Background: an optimization exercise with open tools, aiming at small area. Do not read the settings as production practice. Where RTL was checked, it was by simulation tests only, not by an equivalence proof against the original. No activity file was given, so power comes from the tool's default toggle rates.

==> run a <==
Design exception_handler, start of the top module:
module exception_handler
(
    input logic                             clock_i,
    input logic                             reset_ni,
    input logic [riscv_pkg::XLEN - 1:0]                pc_i,
    input riscv_privileged_pkg::csr_address_t                     csr_address_i,
    input riscv_privileged_pkg::csr_command_t                     csr_command_i,
    input logic [riscv_privileged_pkg::MXLEN - 1:0]               csr_write_data_i,
    input logic                             csr_exception_i,
    input riscv_privileged_pkg::csr_exception_cause_t             csr_exception_cause_i,
    input logic [riscv_pkg::XLEN - 1:0]                csr_exception_pc_i,
    input logic                             timer_interrupt_i,
    input logic                             instruction_retired_i,
    input logic                             mret_i,
    output logic [riscv_privileged_pkg::MXLEN - 1:0]              csr_read_data_o,
    output logic                            csr_read_data_valid_o,
    output logic [riscv_pkg::XLEN - 1:0]               trap_pc_o,
    output logic                            flush_pipeline_o
);
==> flow/config.mk <==
export PLATFORM = sky130hd
export DESIGN_NAME = exception_handler
export DESIGN_NICKNAME = exception_handler
export VERILOG_FILES = /design/flow/design.v
export SDC_FILE = /design/flow/constraint.sdc
export NUM_CORES = 4
export LEC_CHECK = 0
export CAP_MARGIN = 20
export CORE_MARGIN = 2
export CORE_UTILIZATION = 40
export SLEW_MARGIN = 20
export SYNTH_HIERARCHICAL = 1
export SYNTH_MINIMUM_KEEP_SIZE = 0
==> flow/constraint.sdc <==
create_clock -name core_clock -period 8.0 [get_ports {clock_i}]
set_input_delay 1.6000 -clock core_clock [delete_from_list [all_inputs] [get_ports {clock_i}]]
set_output_delay 1.6000 -clock core_clock [all_outputs]
set_load 0.01 [all_outputs]
standard.sh (not shown) runs the stock make flow with config.mk's settings and CLKGATE_MAP_FILE= SYNTH_SCRIPT=/design/flow/synth_recipe.tcl, a recipe that flattens the netlist after the stock synthesis.
==> flow/flow/run.sh <==
#!/bin/bash
# The standard layout (standard.sh: the standard synthesis and ORFS flow) with three
# changes: combinational cells are set to their smallest size before floorplan
# (flow/downsize.tcl; repair sizes up what timing needs), the port buffers are plain buf_1
# cells, and the clock tree uses clkbuf_8 cells in larger clusters, without dummy loads.
# All output goes to standard_flow.log here (ORFS keeps each step's own log under orfs/logs/).
set -euo pipefail
export PRE_FLOORPLAN_TCL="$PWD/flow/downsize.tcl"
export BUFFER_PORTS_ARGS="-buffer_cell sky130_fd_sc_hd__buf_1"
export CTS_ARGS="-sink_clustering_enable -repair_clock_nets -buf_list sky130_fd_sc_hd__clkbuf_8 -dont_use_dummy_load -sink_clustering_size 20 -sink_clustering_max_diameter 80"
bash standard.sh > standard_flow.log 2>&1
==> flow/flow/downsize.tcl <==
# Sourced by ORFS at the start of floorplan (PRE_FLOORPLAN_TCL), after the synthesized
# netlist is loaded: every combinational cell that synthesis gave a stronger drive than it
# needs is put back to the smallest cell of its family (same function). Timing repair later
# in the flow sizes up whatever the timing or slew needs. Flip-flops, buffers and inverters
# are left alone.
set db [ord::get_db]
set block [ord::get_db_block]
array set best {}
foreach m [concat {*}[lmap l [$db getLibs] {$l getMasters}]] {
  set n [$m getName]
  if {![regexp {^(sky130_fd_sc_hd__[a-z0-9]+)_([0-9]+)$} $n -> fam drv]} { continue }
  set a [expr {[$m getWidth] * [$m getHeight]}]
  if {[info exists ::env(DONT_USE_CELLS)] && [lsearch -exact $::env(DONT_USE_CELLS) $n] >= 0} { continue }
  if {![info exists best($fam)] || $a < [lindex $best($fam) 1] || ($a == [lindex $best($fam) 1] && $drv > [lindex $best($fam) 2])} {
    set best($fam) [list $n $a $drv]
  }
}
set count 0
foreach inst [$block getInsts] {
  set m [$inst getMaster]
  set n [$m getName]
  if {![regexp {^(sky130_fd_sc_hd__[a-z0-9]+)_([0-9]+)$} $n -> fam drv]} { continue }
  if {[regexp {buf|inv|df|dl|sdf|edf|conb|tap|fill|decap} $fam]} { continue }
  if {![info exists best($fam)]} { continue }
  set a [expr {[$m getWidth] * [$m getHeight]}]
  if {[lindex $best($fam) 1] < $a} {
    replace_cell [$inst getName] [lindex $best($fam) 0]
    incr count
  }
}
puts "downsize.tcl: $count cells set to the smallest size of their family"
==> inputs of run b, as changes to run a <==
--- a/flow/design.v
+++ b/flow/design.v
@@ -457,15 +457,15 @@
     logic tn;
     assign tn = ~trap;
     logic [63:0] inc_g;
     logic [15:0] blk_c;    
     logic [14:0] blk_p;    
     assign blk_c[0] = 1'b1;
     for (genvar k = 0; k < 15; k++) begin : g_inc
-        eh_inc4 u_inc (.p(pc_i[4*k+2 +: 4]), .c(blk_c[k]), .tn(tn), .o(inc_g[4*k+2 +: 4]), .g(blk_p[k]));
+        eh_inc4 u_inc (.p(pc_i[4*k+2 +: 4]), .c(blk_c[k]), .t(trap), .o(inc_g[4*k+2 +: 4]), .g(blk_p[k]));
         assign blk_c[k+1] = blk_c[k] & blk_p[k];
     end
     assign inc_g[62] = tn & (pc_i[62] ^ blk_c[15]);
     assign inc_g[63] = tn & (pc_i[63] ^ (blk_c[15] & pc_i[62]));
     assign inc_g[1:0] = {2{tn}} & pc_i[1:0];
     assign trap_pc_o = inc_g | {55'd0, trap, 3'b000, {3{trap & code7}}, 2'b00};
 endmodule
@@ -497,16 +497,37 @@
     eh_oai22 u1 (.a1(sn[2]), .a2(qn[2]), .b1(sn[3]), .b2(qn[3]), .y(n1));
     eh_oai22 u2 (.a1(sn[4]), .a2(qn[4]), .b1(sn[5]), .b2(qn[5]), .y(n2));
     assign y = n0 | n1 | n2;
 endmodule
 module eh_oai22 (input logic a1, a2, b1, b2, output logic y);
     assign y = ~((a1 | a2) & (b1 | b2));
 endmodule
-module eh_inc4 (input logic [3:0] p, input logic c, input logic tn, output logic [3:0] o, output logic g);
-    logic [3:0] cc;
-    assign cc[0] = c;
-    assign cc[1] = c & p[0];
-    assign cc[2] = c & p[0] & p[1];
-    assign cc[3] = c & p[0] & p[1] & p[2];
-    assign o = {4{tn}} & (p ^ cc);
+module eh_inc4 (input logic [3:0] p, input logic c, input logic t, output logic [3:0] o, output logic g);
+    logic n1, n2, n3, x0, x1, x2, x3;
+    eh_nand2 u_n1 (.a(c), .b(p[0]), .y(n1));                         
+    eh_nand3 u_n2 (.a(c), .b(p[0]), .c(p[1]), .y(n2));               
+    eh_nand4 u_n3 (.a(c), .b(p[0]), .c(p[1]), .d(p[2]), .y(n3));     
+    eh_xnor2 u_x0 (.a(p[0]), .b(c),  .y(x0));                        
+    eh_xor2  u_x1 (.a(p[1]), .b(n1), .y(x1));                        
+    eh_xor2  u_x2 (.a(p[2]), .b(n2), .y(x2));
+    eh_xor2  u_x3 (.a(p[3]), .b(n3), .y(x3));
+    eh_nor2  u_o0 (.a(t), .b(x0), .y(o[0]));
+    eh_nor2  u_o1 (.a(t), .b(x1), .y(o[1]));
+    eh_nor2  u_o2 (.a(t), .b(x2), .y(o[2]));
+    eh_nor2  u_o3 (.a(t), .b(x3), .y(o[3]));
     assign g = &p;
 endmodule
+module eh_nand2 (input logic a, b, output logic y);
+    assign y = ~(a & b);
+endmodule
+module eh_nand3 (input logic a, b, c, output logic y);
+    assign y = ~(a & b & c);
+endmodule
+module eh_nand4 (input logic a, b, c, d, output logic y);
+    assign y = ~(a & b & c & d);
+endmodule
+module eh_xor2 (input logic a, b, output logic y);
+    assign y = a ^ b;
+endmodule
+module eh_xnor2 (input logic a, b, output logic y);
+    assign y = ~(a ^ b);
+endmodule
==> flow/flow/run.sh (replaced) <==
#!/bin/bash
# The standard layout (standard.sh: the standard synthesis and ORFS flow) with three
# changes: combinational cells are set to their smallest size before floorplan
# (flow/downsize.tcl; repair sizes up what timing needs), the port buffers are plain buf_1
# cells, and the clock tree uses clkbuf_8 cells in larger within 50 um, without dummy loads.
# All output goes to standard_flow.log here (ORFS keeps each step's own log under orfs/logs/).
set -euo pipefail
export PRE_FLOORPLAN_TCL="$PWD/flow/downsize.tcl"
export BUFFER_PORTS_ARGS="-buffer_cell sky130_fd_sc_hd__buf_1"
export CTS_ARGS="-sink_clustering_enable -repair_clock_nets -buf_list sky130_fd_sc_hd__clkbuf_8 -dont_use_dummy_load -sink_clustering_size 20 -sink_clustering_max_diameter 70"
bash standard.sh > standard_flow.log 2>&1
==> inputs of run c, as changes to run a <==
--- a/flow/design.v
+++ b/flow/design.v
@@ -456,16 +456,18 @@
     assign code7 = vec & (timer_interrupt_i | mcause_b);
     logic tn;
     assign tn = ~trap;
     logic [63:0] inc_g;
     logic [15:0] blk_c;    
     logic [14:0] blk_p;    
     assign blk_c[0] = 1'b1;
-    for (genvar k = 0; k < 15; k++) begin : g_inc
-        eh_inc4 u_inc (.p(pc_i[4*k+2 +: 4]), .c(blk_c[k]), .tn(tn), .o(inc_g[4*k+2 +: 4]), .g(blk_p[k]));
+    eh_inc4_first u_inc0 (.p(pc_i[5:2]), .t(trap), .o(inc_g[5:2]), .g(blk_p[0]));
+    assign blk_c[1] = blk_p[0];
+    for (genvar k = 1; k < 15; k++) begin : g_inc
+        eh_inc4 u_inc (.p(pc_i[4*k+2 +: 4]), .c(blk_c[k]), .t(trap), .o(inc_g[4*k+2 +: 4]), .g(blk_p[k]));
         assign blk_c[k+1] = blk_c[k] & blk_p[k];
     end
     assign inc_g[62] = tn & (pc_i[62] ^ blk_c[15]);
     assign inc_g[63] = tn & (pc_i[63] ^ (blk_c[15] & pc_i[62]));
     assign inc_g[1:0] = {2{tn}} & pc_i[1:0];
     assign trap_pc_o = inc_g | {55'd0, trap, 3'b000, {3{trap & code7}}, 2'b00};
 endmodule
@@ -497,16 +499,50 @@
     eh_oai22 u1 (.a1(sn[2]), .a2(qn[2]), .b1(sn[3]), .b2(qn[3]), .y(n1));
     eh_oai22 u2 (.a1(sn[4]), .a2(qn[4]), .b1(sn[5]), .b2(qn[5]), .y(n2));
     assign y = n0 | n1 | n2;
 endmodule
 module eh_oai22 (input logic a1, a2, b1, b2, output logic y);
     assign y = ~((a1 | a2) & (b1 | b2));
 endmodule
-module eh_inc4 (input logic [3:0] p, input logic c, input logic tn, output logic [3:0] o, output logic g);
-    logic [3:0] cc;
-    assign cc[0] = c;
-    assign cc[1] = c & p[0];
-    assign cc[2] = c & p[0] & p[1];
-    assign cc[3] = c & p[0] & p[1] & p[2];
-    assign o = {4{tn}} & (p ^ cc);
+module eh_inc4 (input logic [3:0] p, input logic c, input logic t, output logic [3:0] o, output logic g);
+    logic n1, n2, n3, x0, x1, x2, x3;
+    eh_nand2 u_n1 (.a(c), .b(p[0]), .y(n1));                         
+    eh_nand3 u_n2 (.a(c), .b(p[0]), .c(p[1]), .y(n2));               
+    eh_nand4 u_n3 (.a(c), .b(p[0]), .c(p[1]), .d(p[2]), .y(n3));     
+    eh_xnor2 u_x0 (.a(p[0]), .b(c),  .y(x0));                        
+    eh_xor2  u_x1 (.a(p[1]), .b(n1), .y(x1));                        
+    eh_xor2  u_x2 (.a(p[2]), .b(n2), .y(x2));
+    eh_xor2  u_x3 (.a(p[3]), .b(n3), .y(x3));
+    eh_nor2  u_o0 (.a(t), .b(x0), .y(o[0]));
+    eh_nor2  u_o1 (.a(t), .b(x1), .y(o[1]));
+    eh_nor2  u_o2 (.a(t), .b(x2), .y(o[2]));
+    eh_nor2  u_o3 (.a(t), .b(x3), .y(o[3]));
     assign g = &p;
 endmodule
+module eh_inc4_first (input logic [3:0] p, input logic t, output logic [3:0] o, output logic g);
+    logic n2, n3, x1, x2, x3;
+    eh_nand2 u_n2 (.a(p[0]), .b(p[1]), .y(n2));                      
+    eh_nand3 u_n3 (.a(p[0]), .b(p[1]), .c(p[2]), .y(n3));            
+    eh_xnor2 u_x1 (.a(p[1]), .b(p[0]), .y(x1));                      
+    eh_xor2  u_x2 (.a(p[2]), .b(n2), .y(x2));
+    eh_xor2  u_x3 (.a(p[3]), .b(n3), .y(x3));
+    eh_nor2  u_o0 (.a(t), .b(p[0]), .y(o[0]));
+    eh_nor2  u_o1 (.a(t), .b(x1), .y(o[1]));
+    eh_nor2  u_o2 (.a(t), .b(x2), .y(o[2]));
+    eh_nor2  u_o3 (.a(t), .b(x3), .y(o[3]));
+    assign g = &p;
+endmodule
+module eh_nand2 (input logic a, b, output logic y);
+    assign y = ~(a & b);
+endmodule
+module eh_nand3 (input logic a, b, c, output logic y);
+    assign y = ~(a & b & c);
+endmodule
+module eh_nand4 (input logic a, b, c, d, output logic y);
+    assign y = ~(a & b & c & d);
+endmodule
+module eh_xor2 (input logic a, b, output logic y);
+    assign y = a ^ b;
+endmodule
+module eh_xnor2 (input logic a, b, output logic y);
+    assign y = ~(a ^ b);
+endmodule
==> flow/flow/run.sh (replaced) <==
#!/bin/bash
# The standard layout (standard.sh: the standard synthesis and ORFS flow) with three
# changes: combinational cells are set to their smallest size before floorplan
# (flow/downsize.tcl; repair sizes up what timing needs), the port buffers are plain buf_1
# cells, and the clock tree uses clkbuf_4 cells in clusters of at most 8 sinks within 40 um, without dummy loads.
# All output goes to standard_flow.log here (ORFS keeps each step's own log under orfs/logs/).
set -euo pipefail
export PRE_FLOORPLAN_TCL="$PWD/flow/downsize.tcl"
export BUFFER_PORTS_ARGS="-buffer_cell sky130_fd_sc_hd__buf_1"
export CTS_ARGS="-sink_clustering_enable -repair_clock_nets -buf_list sky130_fd_sc_hd__clkbuf_4 -dont_use_dummy_load -sink_clustering_size 8 -sink_clustering_max_diameter 40"
bash standard.sh > standard_flow.log 2>&1
- PLACE_DENSITY: unset -> 0.85
==> summary of the runs <==
Sequential share of layout area, lowest first: run c, run a, run b.
Between run c and run a, the lower die area is in run c (gap 0.93%, measured against run a).
Maximum frequency, lowest first: run c, run b, run a.
Hold slack, highest first: run b, run a, run c.
Design area: run b is lower than run a (0.23%).
Between run a and run b, the lower critical path depth is in run b (gap 4).
Of run b and run c, run c has the higher register-to-register slack (gap 0.02 ns).
Total power: run c > run b > run a.
Non-clock buffer count is the same in run c and run b.
Function not checked in run a: the RTL went through the layout flow alone.

[what the ideal ports hide]
In the flow no input, the clock included, has a driving cell. The finished layouts below were timed again as built, in two steps.
Step 1: set_driving_cell puts a clkbuf_16 on clock_i and a buf_2 on each other input, an assumption about the parent block.
Step 2, shift: input delay + t, output delay - t, t = (earliest + latest rising clock arrival at the registers) / 2. This alone moves slack from input paths to output paths.
Slacks: no drivers / after step 1 / after step 2; pairs: no drivers / after step 1.
| run | t (ns) | setup WS [ns] | worst hold slack (ns) | worst register clock-pin slew, ns | cell pins on the clock port's net |
|---|---|---|---|---|---|
| run a | 0.648 | 1.648 / 1.627 / 1.627 | 0.490 / 0.490 / 0.490 | 0.13 / 0.13 | 1 |
| run b | 0.660 | 1.417 / 1.395 / 1.395 | 0.492 / 0.492 / 0.492 | 0.12 / 0.12 | 1 |
| run c | 0.764 | 1.254 / 1.227 / 1.227 | 0.485 / 0.485 / 0.485 | 0.10 / 0.10 | 1 |
After both steps setup and hold are still met in every run listed. The setup slack of run c, which loses most, moves by -0.027 ns with the drivers and by -0.027 ns with both steps.
